Source: an optimization exercise on an open RTL-to-GDS flow (aim: small area). Production flows keep margins and buffers that such runs may drop.
Only simulation tests tie the RTL to the original design; equivalence was not proved.
Power and IR drop assume default switching activity.

==> design.v <==
module edge_detector(
  input  logic clk,
  input  logic rst,
  input  logic in,
  output logic out
);
  logic [1:0] s_reg;
  always_ff @(posedge clk,posedge rst) begin
    if (rst)
      s_reg <= 2'b0;
    else begin
      s_reg[1] <= s_reg[0];
      s_reg[0] <= in;
    end
  end
  assign out = ~s_reg[1] & s_reg[0];
endmodule
module cellCA_sv(
	input logic self,
	input logic [1:0] vl,  
	input logic [1:0] vc,  
	input logic [1:0] vr,  
	output logic next);
logic [3:0] s9;
always_comb begin
	s9 = vl + vc + vr;  
	next = (s9 == 4'd3) | (self & (s9 == 4'd4));
end
endmodule
module PanelDisplay (
	input logic clk,
	input logic rst,
	input logic cellOn,
	output logic [4:0] cellRow,
	output logic [4:0] cellCol,
	output logic hsync,
	output logic vsync,
	output logic [3:0] red,
	output logic [3:0] green,
	output logic [3:0] blue);
  localparam H_PIXELS = 800;
  localparam H_FRONT= 56;
  localparam H_SYNC = 120;
  localparam H_BACK= 64;
  localparam H_SUM = H_PIXELS + H_FRONT + H_SYNC + H_BACK;
  localparam V_LINES = 600;
  localparam V_FRONT= 37;
  localparam V_SYNC = 6;
  localparam V_BACK= 23;
  localparam V_SUM = V_LINES + V_FRONT + V_SYNC + V_BACK;
  logic [10:0] cntRow;
  logic [10:0] cntColumn;
  logic enable;
  always_ff @(posedge clk, posedge rst) begin
    if (rst)
      enable <= 1'b1;
    else
      enable <= ~enable;
  end
  always_ff @(posedge clk, posedge rst) begin
    if (rst)
      cntColumn <= 0;
    else if (enable) begin
      if (cntColumn == H_SUM-1)
        cntColumn <= 0;
      else
        cntColumn <= cntColumn + 1;
    end
  end
  always_ff @(posedge clk, posedge rst) begin
    if (rst)
      cntRow <= 0;
    else if (enable && cntColumn == H_SUM-1) begin
      if (cntRow == V_SUM-1)
        cntRow <= 0;
      else
        cntRow <= cntRow + 1;
    end
  end
  assign hsync = (cntColumn >= H_PIXELS + H_FRONT && cntColumn < H_PIXELS+H_FRONT+H_SYNC) ? 1'b0 : 1'b1;
  assign vsync = (cntRow >= V_LINES + V_FRONT && cntRow < V_LINES+V_FRONT+V_SYNC) ? 1'b0 : 1'b1;
  logic [4:0] x, y;
  always_ff @(posedge clk, posedge rst) begin
    if (rst) begin
      x <= 0;
      y <= 0;
      cellCol <= 0;
      cellRow <= 0;
    end else if (enable && cntColumn >= 100 && cntColumn < H_PIXELS-100 && cntRow < V_LINES) begin
      x <= (x == 29) ? 5'd0 : x + 5'd1;
      if (x == 29)
        cellCol <= (cellCol == 19) ? 5'd0 : cellCol + 5'd1;
      if (cellCol == 19 && x == 29 && cntColumn == H_PIXELS-101)
        y <= (y == 29) ? 5'd0 : y + 5'd1;
      if (y == 29 && cntColumn == H_PIXELS-101)
        cellRow <= (cellRow == 19) ? 5'd0 : cellRow + 5'd1;
    end
  end
  always_comb begin
    red = 4'b0000;
    green = 4'b0000;
    blue = 4'b0000;
    if (cntColumn < H_PIXELS && cntRow < V_LINES) begin
      if (cntColumn < 100 || cntColumn >= H_PIXELS-100) begin
        red = 4'b1111;
        green = 4'b1001;
        blue = 4'b1111;
      end else if (x == 29 || y == 29) begin
        red = 4'b1111;
      end else if (cellOn) begin
        red = 4'b1111;
        green = 4'b1111;
        blue = 4'b1111;
      end
    end
  end
endmodule
module GameOfLife_20(
	input logic clk,
	input logic rst,
	input logic load,
	input logic [4:0] load_row,  
	input logic [19:0] load_data,  
	input logic speedButton,  
	output logic vsync_out,
	output logic hsync_out,
	output logic [3:0] red,
	output logic [3:0] green,
	output logic [3:0] blue);
localparam logic [4:0] R0_RESET = 5'd0;
localparam int QN = 10;  
logic vsync, hsync;
logic edgeDet, speedButtonEdge, step;
logic [1:0] vsync_edge;
logic [1:0] speedCounter;
logic [19:0][19:0] ring;   
logic [19:0] vld;          
logic [4:0] r0;            
logic [19:0] prev;         
logic sweep;               
logic sweepReg;
always_ff @(posedge clk, posedge rst) begin
	if (rst)
		r0 <= R0_RESET;
	else
		r0 <= (r0 == 5'd19) ? 5'd0 : r0 + 5'd1;
end
assign sweep = step | sweepReg;
always_ff @(posedge clk, posedge rst) begin
	if (rst)
		sweepReg <= 1'b0;
	else
		sweepReg <= sweep & (r0 != 5'd19);
end
logic rowOk, pending, enq;
logic [5:0] dsum;
logic [4:0] dslot;
logic [19:0] ldSlot;
assign rowOk = load && (load_row < 5'd20);
assign pending = sweep && (load_row > r0);    
assign enq = rowOk && pending;
assign dsum = {1'b0, load_row} + 6'd19 - {1'b0, r0};
assign dslot = (dsum >= 6'd20) ? 5'(dsum - 6'd20) : dsum[4:0];
always_comb
	for (int s = 0; s < 20; s++)
		ldSlot[s] = rowOk && !pending && (dslot == 5'(s));
logic [QN-1:0] qv;
logic [QN-1:0][4:0] qtag;
logic [QN-1:0][19:0] qdata;
logic [QN-1:0] qhit, qfree, qalloc, qwr, qcm;
logic qanyhit, qcommit;
logic [19:0] qout;
always_comb begin
	qanyhit = 1'b0;
	qcommit = 1'b0;
	qout = 20'd0;
	for (int i = 0; i < QN; i++) begin
		qhit[i] = qv[i] && (qtag[i] == load_row);
		qfree[i] = !qv[i];
		qcm[i] = qv[i] && (qtag[i] == r0);
		qanyhit |= qhit[i];
		qcommit |= qcm[i];
		qout |= qcm[i] ? qdata[i] : 20'd0;
	end
	for (int i = 0; i < QN; i++) begin
		qalloc[i] = qfree[i];
		for (int k = 0; k < i; k++)
			if (qfree[k]) qalloc[i] = 1'b0;
		qwr[i] = enq && (qanyhit ? qhit[i] : qalloc[i]);
	end
end
always_ff @(posedge clk, posedge rst) begin
	if (rst)
		qv <= '0;
	else
		for (int i = 0; i < QN; i++)
			if (qwr[i])
				qv[i] <= 1'b1;
			else if (sweep && qcm[i])
				qv[i] <= 1'b0;
end
always_ff @(posedge clk)
	for (int i = 0; i < QN; i++)
		if (qwr[i]) begin
			qtag[i] <= load_row;
			qdata[i] <= load_data;
		end
logic [19:0] above, below, self, newRow;
logic [21:0][1:0] vsum;
assign self = ring[0];
assign above = (r0 == 5'd0) ? 20'd0 : prev;
assign below = (r0 == 5'd19) ? 20'd0 : ring[1];
assign vsum[0] = 2'd0;
assign vsum[21] = 2'd0;
genvar j;
generate
for (j = 0; j < 20; j++) begin : g_col
	assign vsum[j+1] = above[j] + self[j] + below[j];
	cellCA_sv u_cell (.self(self[j]), .vl(vsum[j]), .vc(vsum[j+1]), .vr(vsum[j+2]),
	                .next(newRow[j]));
end
endgenerate
logic [19:0] wpoint;
always_comb begin
	if (!vld[0])
		wpoint = 20'd0;
	else if (sweep)
		wpoint = qcommit ? qout : newRow;
	else
		wpoint = ring[0];
end
always_ff @(posedge clk) begin
	prev <= ring[0];
	for (int s = 0; s < 19; s++)
		ring[s] <= ldSlot[s] ? load_data : ring[s+1];
	ring[19] <= ldSlot[19] ? load_data : wpoint;
end
always_ff @(posedge clk, posedge rst) begin
	if (rst)
		vld <= '0;
	else begin
		for (int s = 0; s < 19; s++)
			vld[s] <= ldSlot[s] | vld[s+1];
		vld[19] <= 1'b1;
	end
end
logic [4:0] cellRow, cellCol;
logic [19:0] lineBuf;   
always_ff @(posedge clk) begin
	if (rowOk && load_row == cellRow)
		lineBuf <= load_data;
	else if (r0 == cellRow)
		lineBuf <= ring[0];
end
PanelDisplay panel(.clk(clk), .rst(rst), .cellOn(lineBuf[cellCol]),
                   .cellRow(cellRow), .cellCol(cellCol), .hsync(hsync),
                   .vsync(vsync), .red(red), .green(green), .blue(blue));
assign vsync_out = vsync;
assign hsync_out = hsync;
edge_detector vsync_edge_det(.clk(clk), .rst(rst), .in(vsync), .out(edgeDet));
edge_detector speedButton_edge(.clk(clk), .rst(rst), .in(speedButton), .out(speedButtonEdge));
always_ff @(posedge clk, posedge rst) begin
	if (rst)
		speedCounter <= 2'd0;
	else if (speedButtonEdge)
		speedCounter <= speedCounter + 2'd1;
end
assign step = edgeDet && ({1'b0, vsync_edge} >= 3'd3 - {1'b0, speedCounter});
always_ff @(posedge clk, posedge rst) begin
	if (rst)
		vsync_edge <= 2'd0;
	else if (edgeDet) begin
		if (step)
			vsync_edge <= 2'd0;
		else
			vsync_edge <= vsync_edge + 2'd1;
	end
end
endmodule
==> run.sh <==
#!/bin/bash
# synth_recipe.tcl (not shown) runs the flow's synth.tcl, then flattens the netlist and writes it again
# the make line also repeats each setting of config.mk as NAME=value (left out here)
make -C /OpenROAD-flow-scripts/flow DESIGN_CONFIG=/design/flow/config.mk WORK_HOME=/design/flow/orfs CLKGATE_MAP_FILE= SYNTH_SCRIPT=/design/flow/synth_recipe.tcl finish
==> config.mk <==
export PLATFORM = sky130hd
export DESIGN_NAME = GameOfLife_20
export DESIGN_NICKNAME = GameOfLife_20
export VERILOG_FILES = /design/flow/design.v
export SDC_FILE = /design/flow/constraint.sdc
export NUM_CORES = 4
export LEC_CHECK = 0
export CAP_MARGIN = 20
export CORE_MARGIN = 2
export CORE_UTILIZATION = 40
export SLEW_MARGIN = 20
==> constraint.sdc <==
create_clock -name core_clock -period 10.0 [get_ports {clk}]
set_input_delay 2.0000 -clock core_clock [delete_from_list [all_inputs] [get_ports {clk}]]
set_output_delay 2.0000 -clock core_clock [all_outputs]
set_load 0.01 [all_outputs]
==> impl_metrics.csv <==
group,metric,value,unit
layout,top_register,"ring",
synth,synth_nets,2675,
power_and_ir_drop,p_leak,14.5,nW
synth,yosys_warnings,4,
power_and_ir_drop,seqPwrFrac,44.1,%
power_and_ir_drop,power_switching,2.53,mW
clock_network,numCtsBuffers,80,
synth,synth_area_leaders,"dfxtp_1 (26%), edfxtp_1 (25%), mux2_2 (13%)",
die,die_y,290,um
synth,ys_seq_elements,777,
detailed_routing,drc,0,
detailed_routing,ant_nets,0,
run,maxCapViolCount,0,
layout,drive_gt1_share,24.5,%
detailed_routing,wl,81.0,mm
clock_network,cts_tree,"yes",
detailed_routing,wl_met3,4.06,mm
place,dp_hpwl,50.1,mm
grt,grt-ovfl-total,0,
setup_path,regToRegSetupSlack,3.97,ns
layout,nFillCells,7169,
timing,slew_headroom,27.0,%
timing,rsz0062_at_grt,"no",
layout,layout_commonest_cell,"dfxtp_1",
power_and_ir_drop,power_density,240,nW/um^2
timing,setup_violations,0,
timing,clock_skew,0.0225,ns
clock_network,root_buffer,"clkbuf_16",
run_status,status,"complete, no violations",
detailed_routing,met1Wirelength,35.3,mm
timing,worst_pin_slew,1.09,ns
synth,syn_area,32700,um^2
grt,grt_max_degree,53,
synth,synth.largest_area_cell,"dfxtp_1",
timing,finalHoldViolCount,0,
detailed_routing,wl_per_cell,22.1,um
clock_network,htree_levels,3,
worst_hold_path,hold_class,"reg2reg",
grt,antenna_found_initial,1,
die,initial_utilization,40.5,%
detailed_routing,drt_pass1_iterations,6,
power_and_ir_drop,pwr-share-comb,23.5,%
synth,async_reset_ff_share,11.2,%
synth,synth_top_area_share,25.7,%
layout,top_regs,"ring (400), qdata (200), qtag (50)",
layout,area_growth,13.4,%
power_and_ir_drop,p_int,6.35,mW
timing,tns,0,ns
die,core,80700,um^2
layout,postLayoutCellArea,37100,um^2
timing,fin_crit,6.33,ns
power_and_ir_drop,ir_worst_vdd,0.128,mV
layout,multi_input_area,13200,um^2
place,place.port_buffers,42,
die,die_w,290,um
synth,synth_ff_type,"dfxtp_1",
place,dpl_cell_area,34500,um^2
synth,synth_seq_area_share,57.2,%
clock_network,cts_resized,0,
grt,grt_pass1_vias,20600,
setup_path,critPathKind,"in2reg",
detailed_routing,avgViaCountPerCell,5.40,
layout,fin_nets,2711,
layout,largest_reg_flops,400,
detailed_routing,maxUsedRoutingLayer,"met4",
synth,synth_edf_count,270,
timing,timing.fmax,158,MHz
power_and_ir_drop,p_clk_share,32.5,%
grt,grt_pass1_wl,124,mm
setup_path,worst-path-max-fanout,24,
setup_path,crit_arrival,6.85,ns
timing,post-route-period-util,63.3,%
layout,final-seq-area,18700,um^2
clock_network,clk_pin_slew,0.06,ns
die,rows,104,
place,gp_congestion,0.870,
setup_path,startpoint_type,"primary input",
die,num_io_pins,43,
setup_path,cp.required,10.52,ns
detailed_routing,drtIter0Drc,1498,
clock_network,hold_buffers,0,
synth,netlist_instances,2505,
clock_network,post_cts_buffers,0,
detailed_routing,dr_wl_met2,38.7,mm
setup_path,cp-end-kind,"flop",
clock_network,clk-insertion-delay-late,0.65,ns
layout,final_cell_mix,"dfxtp_1 (420), mux2_2 (382), edfxtp_1 (270)",
grt,grt.total_usage,19.1,%
synth,syn_area_per_cell,13.0,um^2
timing,maxSlewViolCount,0,
clock_network,clockBufferDepth,3,
die,die_area,84000,um^2
detailed_routing,num_vias,19800,
clock_network,cts_sinks,777,
power_and_ir_drop,switching_share,28.5,%
synth,synth_cell_types,74,
==> critical path: stages <==
cell and delay (ns):
clkdlybuf4s50_1 0.46, buf_4 0.33, inv_1 0.10, ha_1 0.38, fa_1 0.44, xor2_1 0.43
ha_1 0.31, a21bo_1 0.23, o211a_2 0.16, or4_1 0.61, and2_1 0.27, or4_4 0.71
mux2_1 0.39
==> through the flow <==
| step | cells | hold WS (ns) | utilization [%] | setup WS [ns] | total power, mW |
|---|---|---|---|---|---|
| after detailed placement | 3516 | 0.370 | 42.7 | 2.84 | 6.04 |
| after floorplan | 2505 | 0.355 | - | 2.88 | 5.36 |
| after global placement | 3516 | 0.369 | 42.7 | 2.98 | 5.91 |
| final | 3668 | 0.380 | 45.9 | 3.67 | 8.88 |
| after global routing | 3666 | 0.401 | 45.9 | 3.48 | 9.33 |
| after CTS | 3663 | 0.384 | 45.9 | 3.49 | 8.97 |
==> logic make-up (layout without fill, tap and decap cells) <==
| logic type | count (synthesis) | count (layout) | synth area share [%] |
|---|---|---|---|
| simple gates | 478 | 478 | 8.00 |
| flops | 777 | 777 | 57.2 |
| buf+inv | 255 | 356 | 3.20 |
| compound gates | 279 | 279 | 5.97 |
| xor+xnor | 130 | 130 | 3.48 |
| mux | 444 | 444 | 15.4 |
| other cells | 1 | 3 | 0.0115 |
| fa+ha+maj | 141 | 141 | 6.78 |
==> layout make-up <==
| cell class | instances | share of cell area, % |
|---|---|---|
| sequential | 777 | 50.4 |
| multi-input combinational | 1473 | 35.5 |
| clock buffer | 110 | 5.89 |
| tap | 1060 | 3.58 |
| timing repair buffer | 115 | 2.64 |
| clock inverter | 37 | 0.972 |
| inverter | 94 | 0.959 |
| antenna | 2 | 0.0135 |
==> power by group through the flow <==
| stage | Combinational [mW] | Clock, mW | Sequential (mW) |
|---|---|---|---|
| final | 2.08 | 2.88 | 3.91 |
| after global routing | 2.31 | 3.07 | 3.95 |
| after CTS | 2.09 | 2.95 | 3.92 |
| after detailed placement | 2.06 | 0 | 3.98 |
| after global placement | 1.93 | 0 | 3.98 |
| after floorplan | 1.48 | 0 | 3.87 |
==> layer usage <==
layer  vias up  track usage, %
li1       9094               -
met1     10000            25.1
met2       560            32.0
met3       138            3.16
met4         0            6.87
met5         -               0
==> synth_stat cells (19+ instances only) <==
library cell    n
mux2_1         19
xor2_1         62
edfxtp_1      270
buf_2          38
nand4b_1       22
nand3b_1       37
a22oi_1        65
nand2_1       133
clkbuf_1      104
inv_1          94
dfrtp_1        86
ha_1           81
mux2_2        382
nor2b_1        26
mux2i_1        37
nor3_1         32
o21ai_0        56
and2_1         25
o31ai_1        31
nand3_1        50
xnor2_1        68
nand4_1        24
fa_1           60
a21oi_1        37
dfxtp_1       420
nor2_1         39
==> final timing paths <==
kind                            depth (start not counted)                        end                 startpoint
max in group asynchronous                               3         panel.cntColumn[4]                        rst
min in group asynchronous                               2                      r0[3]                        rst
worst min register to register                          0  speedButton_edge.s_reg[1]  speedButton_edge.s_reg[0]
worst min-delay path                                    0  speedButton_edge.s_reg[1]  speedButton_edge.s_reg[0]
worst max register to register                         13                  ring[381]                      r0[1]
worst max-delay path                                   13                    ring[4]                load_row[2]

-- re-timing with driven ports --
In the flow no input, the clock included, has a driving cell. The finished layout below was timed again as built, in two steps.
Step 1: set_driving_cell puts a clkbuf_16 on clk and a buf_2 on each other input, an assumption about the parent block.
Step 2 adds t to the input delays and takes it off the output delays; t is the mean of the earliest and latest rising clock arrival at the registers after step 1. Input paths then give back, and output paths get back, about the clock's delay inside the block.
Slacks: ideal / step 1 / step 2; pairs: ideal / step 1.
t (ns): 0.701
setup slack, ns: 3.665 / 3.706 / 3.005
worst hold slack (ns): 0.380 / 0.380 / 0.380
worst setup path at the end: input to register
cell pins on the clock port's net: 1
After both steps this run still meets setup and hold. For this run, drivers alone change the setup slack by +0.041 ns; drivers and shift together by -0.660 ns.
